This design comes from an exercise in tuning for small area, a short achievable clock period and few clock cycles per item on the open sky130 flow, not from production work.
Where RTL was checked, it was by simulation tests only, not by an equivalence proof against the original.
Power figures rest on the tool's default switching activity, not on a simulated workload.

old:
==> flow/design.v <==
module main(
    input clk, rst, start,
    input [3:0] ip,
    output reg [59:0] ans,
    output reg finish
    );
    function automatic ge4(input [3:0] x, input [3:0] y);
        reg r;
        integer j;
        begin
            r = 1'b1;
            for (j = 0; j < 4; j = j + 1)
                r = (x[j] ^ y[j]) ? x[j] : r;
            ge4 = r;
        end
    endfunction
    function automatic gek(input [6:0] x, input [6:0] k);
        reg r;
        integer j;
        begin
            r = 1'b1;
            for (j = 0; j < 7; j = j + 1)
                r = k[j] ? (x[j] & r) : (x[j] | r);
            gek = r;
        end
    endfunction
    reg [3:0]  d;       
    reg [6:0]  cnt;     
    reg        busy;    
    reg [47:0] s;       
    reg [11:0] v;       
    wire [11:0] keep;
    genvar i;
    generate
        for (i = 0; i < 12; i = i + 1) begin : pos
            assign keep[i] = gek(cnt, 90 + i) | (v[i] & ge4(s[4*i+:4], d));
        end
    endgenerate
    wire [11:0] vn = {keep[10:0], 1'b1};
    wire [11:0] wr = vn & ~keep;
    wire load = busy && cnt == 7'd100;
    wire [3:0] s11 = s[47:44];
    wire [3:0] u = (v[11] & ge4(s11, d)) ? s11 : d;
    wire [47:0] num = {s[3:0], s[7:4], s[11:8], s[15:12], s[19:16], s[23:20],
                       s[27:24], s[31:28], s[35:32], s[39:36], s[43:40], u};
    wire [59:0] b = {12'd0, load ? num : 48'd0};
    wire [14:0] gd, pd;
    wire [3:0] r [0:14];
    generate
        for (i = 0; i < 15; i = i + 1) begin : dg
            wire [3:0] x = ans[4*i+:4];
            wire [3:0] y = b[4*i+:4];
            wire [4:0] sd;
            wire [4:0] c;
            assign c[0] = 1'b0;
            genvar j;
            for (j = 0; j < 4; j = j + 1) begin : rc
                assign sd[j] = x[j] ^ y[j] ^ c[j];
                assign c[j+1] = (x[j] & y[j]) | (c[j] & (x[j] ^ y[j]));
            end
            assign sd[4] = c[4];
            wire [3:0] h = sd[4:1];       
            assign gd[i] = h[3] | (h[2] & (h[1] | h[0]));
            assign r[i][0] = sd[0];
            assign r[i][3:1] = h[3] ? (h[0] ? 3'b100 : 3'b011) :
                               gd[i] ? {1'b0, h[1] & h[0], h[1] & ~h[0]} : h[2:0];
            assign pd[i] = r[i][3] & r[i][0];
        end
    endgenerate
    wire [15:0] cy;
    wire [3:0] gg, pg, cg;
    generate
        for (i = 0; i < 4; i = i + 1) begin : grp
            wire [3:0] gi = gd[4*i+:4];
            wire [3:0] pi = (i == 3) ? {1'b0, pd[14:12]} : pd[4*i+:4];
            assign gg[i] = gi[3] | (pi[3] & (gi[2] | (pi[2] & (gi[1] | (pi[1] & gi[0])))));
            assign pg[i] = &pi;
        end
    endgenerate
    assign cg[0] = 1'b0;
    assign cg[1] = gg[0];
    assign cg[2] = gg[1] | (pg[1] & gg[0]);
    assign cg[3] = gg[2] | (pg[2] & gg[1]) | (pg[2] & pg[1] & gg[0]);
    generate
        for (i = 0; i < 15; i = i + 1) begin : cc
            if (i % 4 == 0) begin : first
                assign cy[i] = cg[i/4];
            end else begin : next
                assign cy[i] = gd[i-1] | (pd[i-1] & cy[i-1]);
            end
        end
    endgenerate
    assign cy[15] = 1'b0;
    wire [59:0] sum;
    generate
        for (i = 0; i < 15; i = i + 1) begin : fin
            wire [3:0] ri = r[i];
            wire t = ri[0] & cy[i];
            assign sum[4*i]   = ri[0] ^ cy[i];
            assign sum[4*i+1] = (ri[1] ^ t) & ~(ri[3] & t);
            assign sum[4*i+2] = ri[2] ^ (ri[1] & t);
            assign sum[4*i+3] = (ri[3] & ~t) | (ri[2] & ri[1] & t);
        end
    endgenerate
    always @(posedge clk) begin
        d <= ip;
        ans <= rst ? 60'd0 : sum;
        finish <= rst | (finish ? !start : load);
        busy <= !rst & (busy ? !load : (finish & start));
        cnt <= busy ? cnt + 7'd1 : 7'd0;
        v <= (cnt == 7'd0) ? 12'd0 : vn;
        for (integer k = 0; k < 12; k = k + 1)
            if (wr[k]) s[4*k+:4] <= d;
    end
endmodule
export LEC_CHECK = 0
export ABC_AREA = 1
export CAP_MARGIN = 20
export CORE_MARGIN = 2
export CORE_UTILIZATION = 40
export CTS_BUF_LIST = sky130_fd_sc_hd__clkbuf_4
export CTS_CLUSTER_DIAMETER = 100
export CTS_CLUSTER_SIZE = 40
export SLEW_MARGIN = 20
create_clock -name core_clock -period 25.0 [get_ports {clk}]
standard.sh (not shown) runs the stock make flow with config.mk's settings and CLKGATE_MAP_FILE= SYNTH_SCRIPT=/design/flow/synth_recipe.tcl, a recipe that flattens the netlist after the stock synthesis.
==> flow/flow/run.sh <==
#!/bin/bash
# Standard layout, with plain buffers on the ports.
set -euo pipefail
export BUFFER_PORTS_ARGS="-buffer_cell sky130_fd_sc_hd__buf_1"
bash standard.sh > standard.log 2>&1
Testbench counts of old, summed over its fixed seeds: cycles 19,584, lines 192.
diff inputs: old => new
==> flow/design.v <==
module main(
    input clk, rst, start,
    input [3:0] ip,
    output reg [59:0] ans,
    output reg finish
    );
    function automatic ge4(input [3:0] x, input [3:0] y);
        reg r;
        integer j;
        begin
            r = 1'b1;
            for (j = 0; j < 4; j = j + 1)
                r = (x[j] ^ y[j]) ? x[j] : r;
            ge4 = r;
        end
    endfunction
    function automatic gek(input [6:0] x, input [6:0] k);
        reg r;
        integer j;
        begin
            r = 1'b1;
            for (j = 0; j < 7; j = j + 1)
                r = k[j] ? (x[j] & r) : (x[j] | r);
            gek = r;
        end
    endfunction
    reg [3:0]  d;       
    reg [6:0]  cnt;     
    reg        busy;    
    reg [47:0] s;       
    reg [11:0] v;       
    wire [11:0] keep;
    genvar i;
    generate
        for (i = 0; i < 12; i = i + 1) begin : pos
            assign keep[i] = gek(cnt, 90 + i) | (v[i] & ge4(s[4*i+:4], d));
        end
    endgenerate
    wire [11:0] vn = {keep[10:0], 1'b1};
    wire [11:0] wr = vn & ~keep;
    wire load = busy && cnt == 7'd100;
    wire [3:0] s11 = s[47:44];
    wire [3:0] u = (v[11] & ge4(s11, d)) ? s11 : d;
    wire [47:0] num = {s[3:0], s[7:4], s[11:8], s[15:12], s[19:16], s[23:20],
                       s[27:24], s[31:28], s[35:32], s[39:36], s[43:40], u};
    wire [59:0] b = {12'd0, load ? num : 48'd0};
    wire [14:0] gd, pd;
    wire [3:0] r [0:14];
    generate
        for (i = 0; i < 15; i = i + 1) begin : dg
            wire [3:0] x = ans[4*i+:4];
            wire [3:0] y = b[4*i+:4];
            wire [4:0] sd;
            wire [4:0] c;
            assign c[0] = 1'b0;
            genvar j;
            for (j = 0; j < 4; j = j + 1) begin : rc
                assign sd[j] = x[j] ^ y[j] ^ c[j];
                assign c[j+1] = (x[j] & y[j]) | (c[j] & (x[j] ^ y[j]));
            end
            assign sd[4] = c[4];
            wire [3:0] h = sd[4:1];       
            assign gd[i] = h[3] | (h[2] & (h[1] | h[0]));
            assign r[i][0] = sd[0];
            assign r[i][3:1] = h[3] ? (h[0] ? 3'b100 : 3'b011) :
                               gd[i] ? {1'b0, h[1] & h[0], h[1] & ~h[0]} : h[2:0];
            assign pd[i] = r[i][3] & r[i][0];
        end
    endgenerate
    wire [15:0] cy;
    assign cy[0] = 1'b0;
    generate
        for (i = 0; i < 15; i = i + 1) begin : cc
            assign cy[i+1] = gd[i] | (pd[i] & cy[i]);
        end
    endgenerate
    wire [59:0] sum;
    generate
        for (i = 0; i < 15; i = i + 1) begin : fin
            wire [3:0] ri = r[i];
            wire t = ri[0] & cy[i];
            assign sum[4*i]   = ri[0] ^ cy[i];
            assign sum[4*i+1] = (ri[1] ^ t) & ~(ri[3] & t);
            assign sum[4*i+2] = ri[2] ^ (ri[1] & t);
            assign sum[4*i+3] = (ri[3] & ~t) | (ri[2] & ri[1] & t);
        end
    endgenerate
    always @(posedge clk) begin
        d <= ip;
        ans <= rst ? 60'd0 : sum;
        finish <= rst | (finish ? !start : load);
        busy <= !rst & (busy ? !load : (finish & start));
        cnt <= busy ? cnt + 7'd1 : 7'd0;
        v <= (cnt == 7'd0) ? 12'd0 : vn;
        for (integer k = 0; k < 12; k = k + 1)
            if (wr[k]) s[4*k+:4] <= d;
    end
endmodule
Results
new vs old, worst setup path endpoint: ans[58]$_SDFF_PP0_ vs ans[27]
Taking old as the reference point, the worst path setup slack after routing of new falls by 0.14 ns.
Of new and old, new shows the higher final area, with old below it.
Going from old to new, switching power summed over all nets increased by about 4.4% relative to the old numbers, final critical delay including setup and external delays has increased.
On area share of buffers outside the clock network, new and old are basically level.
old reports its timing startpoint of the critical path as ans[27]$_SDFF_PP0_ while new reports d[0]$_DFF_P_.
Any difference in number of clock sinks seen by CTS between new and old is small enough to ignore.
Diff old -> new: post-synthesis average cell area climbed 2.5%; hold slack increased by 0.029 ns relative to the old numbers.
No functional check of the RTL was part of new.

separate check: timing with driven ports:
No port has a modelled driver above. Below, the same layouts with a new extraction and two added sets of constraints. Step 1 assumes that a clkbuf_16 drives the clock port and a buf_2 every other input. Step 2 also shifts input and output timing later by t, the mid clock arrival at the registers, as if the neighbouring blocks saw the same clock. Slacks: ideal / step 1 / step 2; pairs: ideal / step 1.
| run | shift t [ns] | slack for setup (ns) | hold WS [ns] | worst setup path after step 2 |
|---|---|---|---|---|
| old | 0.567 | 18.856 / 18.818 / 18.531 | 0.463 / 0.463 / 0.463 | input to register |
| new | 0.582 | 18.714 / 18.714 / 18.475 | 0.492 / 0.492 / 0.492 | input to register |
After both steps every run listed still meets setup and hold. For old, which loses most, drivers alone change the setup slack by -0.038 ns; drivers and shift together by -0.325 ns.
